What follows belongs to an exercise in optimizing a design on an open flow for small area; a production flow would make more cautious choices. At most, simulation tests tie the RTL to the original design; equivalence was not proved. Power is estimated from default activity; no workload was simulated.

## exp/onyx
Design UartLink, start of the top module:
module UartLink(
    input  logic         clock,
    input  logic         reset,
    input  logic         RX,
    input  logic         ROUND_DONE,
    input  logic [191:0] dataFromMEM,
    output logic         TX,
    output logic         DONE_WRITING,
    output logic [191:0] dataToA,
    output logic [10:0]  addrA,
    output logic         weA,
    output logic [10:0]  addrtoMEM,
    output logic         memSel,
    output logic         DONE_TRANSMITTING
    );
    localparam logic [1:0] IDLE = 2'd0, START = 2'd1, DATA = 2'd2, STOP = 2'd3;
    logic [191:0] ring;
    logic [7:0]   c;        
    logic [7:0]   idx;      
    logic [9:0]   timer;    
    logic [2:0]   pkt;      
    logic [1:0]   cs;       
    logic         txm;      
    logic         waitm;    
    logic         txq;
    localparam logic [9:0] TSTART = 10'd5;
    wire tc   = (timer[4:0] == 5'd0) && (timer[7:6] == 2'd0) &&
                (txm ? !timer[8] : !timer[5]);
    wire cz   = (c == 8'd0);
    wire wrap = idx[7] & (&idx[5:0]);           
    wire ins  = !txm && (cs == DATA) && cz && !tc;
    assign weA = !txm && (cs == STOP) && cz;
    assign DONE_WRITING = weA && (pkt == 3'd7);
    logic [7:0] bsel; logic [23:0] bbit;
    always_comb begin
        bsel = 8'd0; bsel[idx[2:0]] = 1'b1;
        for (int i = 0; i < 24; i++) begin
            bbit[i] = 1'b0;
            for (int j = 0; j < 8; j++) bbit[i] = bbit[i] | (dataFromMEM[8*i+j] & bsel[j]);
        end
    end
    wire txbit = bbit[idx[7:3]];
  ...
For scale: about 420 I/O pins, about 6600 µm² of cells after synthesis.
==> module UartLink, before the edit <==
module UartLink(
    input  logic         clock,
    input  logic         reset,
    input  logic         RX,
    input  logic         ROUND_DONE,
    input  logic [191:0] dataFromMEM,
    output logic         TX,
    output logic         DONE_WRITING,
    output logic [191:0] dataToA,
    output logic [10:0]  addrA,
    output logic         weA,
    output logic [10:0]  addrtoMEM,
    output logic         memSel,
    output logic         DONE_TRANSMITTING
    );
    localparam logic [1:0] IDLE = 2'd0, START = 2'd1, DATA = 2'd2, STOP = 2'd3;
    logic [191:0] ring;
    logic [7:0]   c;        
    logic [7:0]   idx;      
    logic [9:0]   timer;    
    logic [2:0]   pkt;      
    logic [1:0]   cs;       
    logic         txm;      
    logic         waitm;    
    logic         txq;
    localparam logic [9:0] TSTART = 10'd5;
    wire tc   = (timer[4:0] == 5'd0) && (timer[7:6] == 2'd0) &&
                (txm ? !timer[8] : !timer[5]);
    wire cz   = (c == 8'd0);
    wire wrap = idx[7] & (&idx[5:0]);           
    wire ins  = !txm && (cs == DATA) && cz && !tc;
    assign weA = !txm && (cs == STOP) && cz;
    assign DONE_WRITING = weA && (pkt == 3'd7);
    logic [7:0] bsel; logic [23:0] bbit;
    always_comb begin
        bsel = 8'd0; bsel[idx[2:0]] = 1'b1;
        for (int i = 0; i < 24; i++) begin
            bbit[i] = 1'b0;
            for (int j = 0; j < 8; j++) bbit[i] = bbit[i] | (dataFromMEM[8*i+j] & bsel[j]);
        end
    end
    wire txbit = bbit[idx[7:3]];
    assign DONE_TRANSMITTING = txm && (cs == IDLE) && timer[1];
    always_ff @(posedge clock)
        ring <= {ins ? RX : ring[0], ring[191:1]};
    wire cdec = !(cs == DATA && tc);
    always_ff @(posedge clock)
        c <= (cz && cdec) ? 8'd191 : c - {7'd0, cdec};
    always_ff @(posedge clock)
        if ((cs == IDLE && !txm) || tc) timer <= TSTART;
        else                            timer <= {timer[8:0], timer[9] ^ timer[6]};
    wire idx_inc = (cs == DATA) && tc;
    wire wdone   = (idx[7:3] == 5'd0);
    wire pkt_inc = weA || (txm && (cs == STOP) && tc && wdone);
    always_ff @(posedge clock or posedge reset)
        if (reset) begin
            idx <= 8'd0;
            pkt <= 3'd0;
        end else begin
            idx <= (idx_inc && wrap) ? 8'd0 : idx + {7'd0, idx_inc};
            pkt <= pkt + {2'd0, pkt_inc};
        end
    always_ff @(posedge clock or posedge reset) begin
        if (reset) begin
            cs    <= IDLE;
            txm   <= 1'b0;
            waitm <= 1'b0;
            txq   <= 1'b1;
        end else begin
            txq <= !(txm && (cs == START || (cs == DATA && !txbit)));
            case (cs)
                IDLE: begin
                    if (txm) begin
                        if (timer[1]) txm <= 1'b0;
                    end
                    else if (waitm) begin
                        if (ROUND_DONE) begin
                            waitm <= 1'b0;
                            txm   <= 1'b1;
                            cs    <= START;
                        end
                    end else if (!RX)
                        cs <= START;
                end
                START: if (tc) cs <= DATA;
                DATA: if (tc) begin
                    if (idx[2:0] == 3'd7) cs <= (txm || wrap) ? STOP : IDLE;
                end
                STOP: if (!txm) begin
                    if (cz) cs <= IDLE;
                end else if (tc) begin
                    cs <= START;
                    if (wdone && pkt == 3'd7) cs <= IDLE;
                end
            endcase
            if (weA) begin
                if (pkt == 3'd7) begin
                    waitm <= 1'b1;
                    cs    <= IDLE;
                end
            end
        end
    end
    assign dataToA           = ring;
    assign addrA             = {{8{txm}}, pkt};
    assign addrtoMEM         = {{8{waitm}}, pkt};
    assign memSel            = txm;
    assign TX                = txq;
endmodule
Settings: LEC_CHECK=0, CAP_MARGIN=20, CORE_MARGIN=2, CORE_UTILIZATION=20, PLACE_DENSITY=0.7, SLEW_MARGIN=20; clock period 10.0 ns.
standard.sh (not shown) runs the stock make flow with config.mk's settings and CLKGATE_MAP_FILE= SYNTH_SCRIPT=/design/flow/synth_recipe.tcl, a recipe that flattens the netlist after the stock synthesis.
==> flow/flow/run.sh <==
#!/bin/bash
# The standard layout (standard.sh, ORFS) with these changes:
#  - synthesis is the standard flow's (synth_recipe.tcl) except that ABC maps the logic
#    with flow/abc_area.script, an area-oriented script;
#  - buffer_ports makes every port buffer from the smallest buffer cell;
#  - CTS uses small clock buffers, larger sink clusters and no dummy loads.
# Each tool's output is in flow.log and in ORFS's logs under orfs/logs.
set -o pipefail
here=$(pwd)
{
  head -n 1 synth_recipe.tcl
  cat <<EOT
proc abc {args} {
  set i [lsearch -exact \$args -script]
  if {\$i >= 0} { lset args [expr {\$i + 1}] $here/flow/abc_area.script }
  yosys abc {*}\$args
}
EOT
  tail -n +2 synth_recipe.tcl
} > my_synth.tcl
bash standard.sh \
  "SYNTH_SCRIPT=$here/my_synth.tcl" \
  'BUFFER_PORTS_ARGS=-buffer_cell sky130_fd_sc_hd__buf_1' \
  'CTS_ARGS=-sink_clustering_enable -repair_clock_nets -dont_use_dummy_load -buf_list {sky130_fd_sc_hd__clkbuf_4} -sink_clustering_size 12 -sink_clustering_max_diameter 40' \
  finish > flow.log 2>&1
==> flow/flow/abc_area.script <==
strash
&get -n
&deepsyn -T 15
&put
&get -n
&nf -p -a
&put
topo
stime -c
Inputs modified between exp/onyx and exp/amber:
diff --git a/flow/design.v b/flow/design.v
--- a/flow/design.v
+++ b/flow/design.v
@@ -50,19 +50,10 @@
     always_ff @(posedge clock)
         if ((cs == IDLE && !txm) || tc) timer <= TSTART;
         else                            timer <= {timer[8:0], timer[9] ^ timer[6]};
-    wire idx_inc = (cs == DATA) && tc;
-    wire wdone   = (idx[7:3] == 5'd0);
-    wire pkt_inc = weA || (txm && (cs == STOP) && tc && wdone);
-    always_ff @(posedge clock or posedge reset)
-        if (reset) begin
-            idx <= 8'd0;
-            pkt <= 3'd0;
-        end else begin
-            idx <= (idx_inc && wrap) ? 8'd0 : idx + {7'd0, idx_inc};
-            pkt <= pkt + {2'd0, pkt_inc};
-        end
     always_ff @(posedge clock or posedge reset) begin
         if (reset) begin
+            idx   <= 8'd0;
+            pkt   <= 3'd0;
             cs    <= IDLE;
             txm   <= 1'b0;
             waitm <= 1'b0;
@@ -85,16 +76,21 @@
                 end
                 START: if (tc) cs <= DATA;
                 DATA: if (tc) begin
+                    idx <= wrap ? 8'd0 : idx + 8'd1;
                     if (idx[2:0] == 3'd7) cs <= (txm || wrap) ? STOP : IDLE;
                 end
                 STOP: if (!txm) begin
                     if (cz) cs <= IDLE;
                 end else if (tc) begin
                     cs <= START;
-                    if (wdone && pkt == 3'd7) cs <= IDLE;
+                    if (idx == 8'd0) begin
+                        pkt <= pkt + 3'd1;
+                        if (pkt == 3'd7) cs <= IDLE;
+                    end
                 end
             endcase
             if (weA) begin
+                pkt <= pkt + 3'd1;
                 if (pkt == 3'd7) begin
                     waitm <= 1'b1;
                     cs    <= IDLE;
## What came out
Between exp/onyx and exp/amber, the non-clock buffer count does not differ in any meaningful way.
For exp/onyx, the cell with the largest stage delay on the worst path was sky130_fd_sc_hd__nor3_1, unlike exp/amber, where it was sky130_fd_sc_hd__nor4_1.
Taking exp/onyx as the reference point, the proportion of final cell area spent on non-clock buffers of exp/amber falls by 0.17 points.
Of exp/amber and exp/onyx, it is exp/amber that has the lower global-route wire length before repair.
Per the comparison of exp/amber with exp/onyx, sum of routed wire segments on met1 level; adder and majority gate portion of the synthesized area level; clock network power share moved down.
exp/amber: flow completed, timing, DRC and antenna clean
Synthesized cell area: exp/amber vs exp/onyx up 41 µm²
exp/onyx → exp/amber: number of clock buffers inserted by TritonCTS moved down; count of cell types in the netlist went up; share of cells above drive strength 1 now sits at about the same level; gate count after technology mapping has increased; layout overhead on the synthesized area dropped 0.22 points.
Status: final core area utilization parity (exp/onyx, exp/amber)
Function not checked in exp/onyx: the RTL went through the layout flow alone.

## static timing again, ports no longer ideal
Ports are ideal in the flow. The routed layouts listed here were re-timed in OpenROAD.
Step 1, drivers: a clkbuf_16 drives clock and a buf_2 each remaining input, both assumed.
Step 2 adds t to the input delays and takes it off the output delays; t is the mean of the earliest and latest rising clock arrival at the registers after step 1. Input paths then give back, and output paths get back, about the clock's delay inside the block.
Three values: no drivers, after step 1, after step 2; two values: the first two.
run | shift t [ns] | setup slack, ns | worst hold slack (ns) | worst setup path at the end | worst slew at a driven data input, ns
exp/onyx | 0.635 | 5.742 / 5.709 / 6.345 | 0.276 / 0.276 / 0.276 | register to output | 0.10
exp/amber | 0.647 | 5.876 / 5.845 / 6.251 | 0.269 / 0.269 / 0.269 | input to register | 0.08
After both steps every run listed still meets setup and hold.
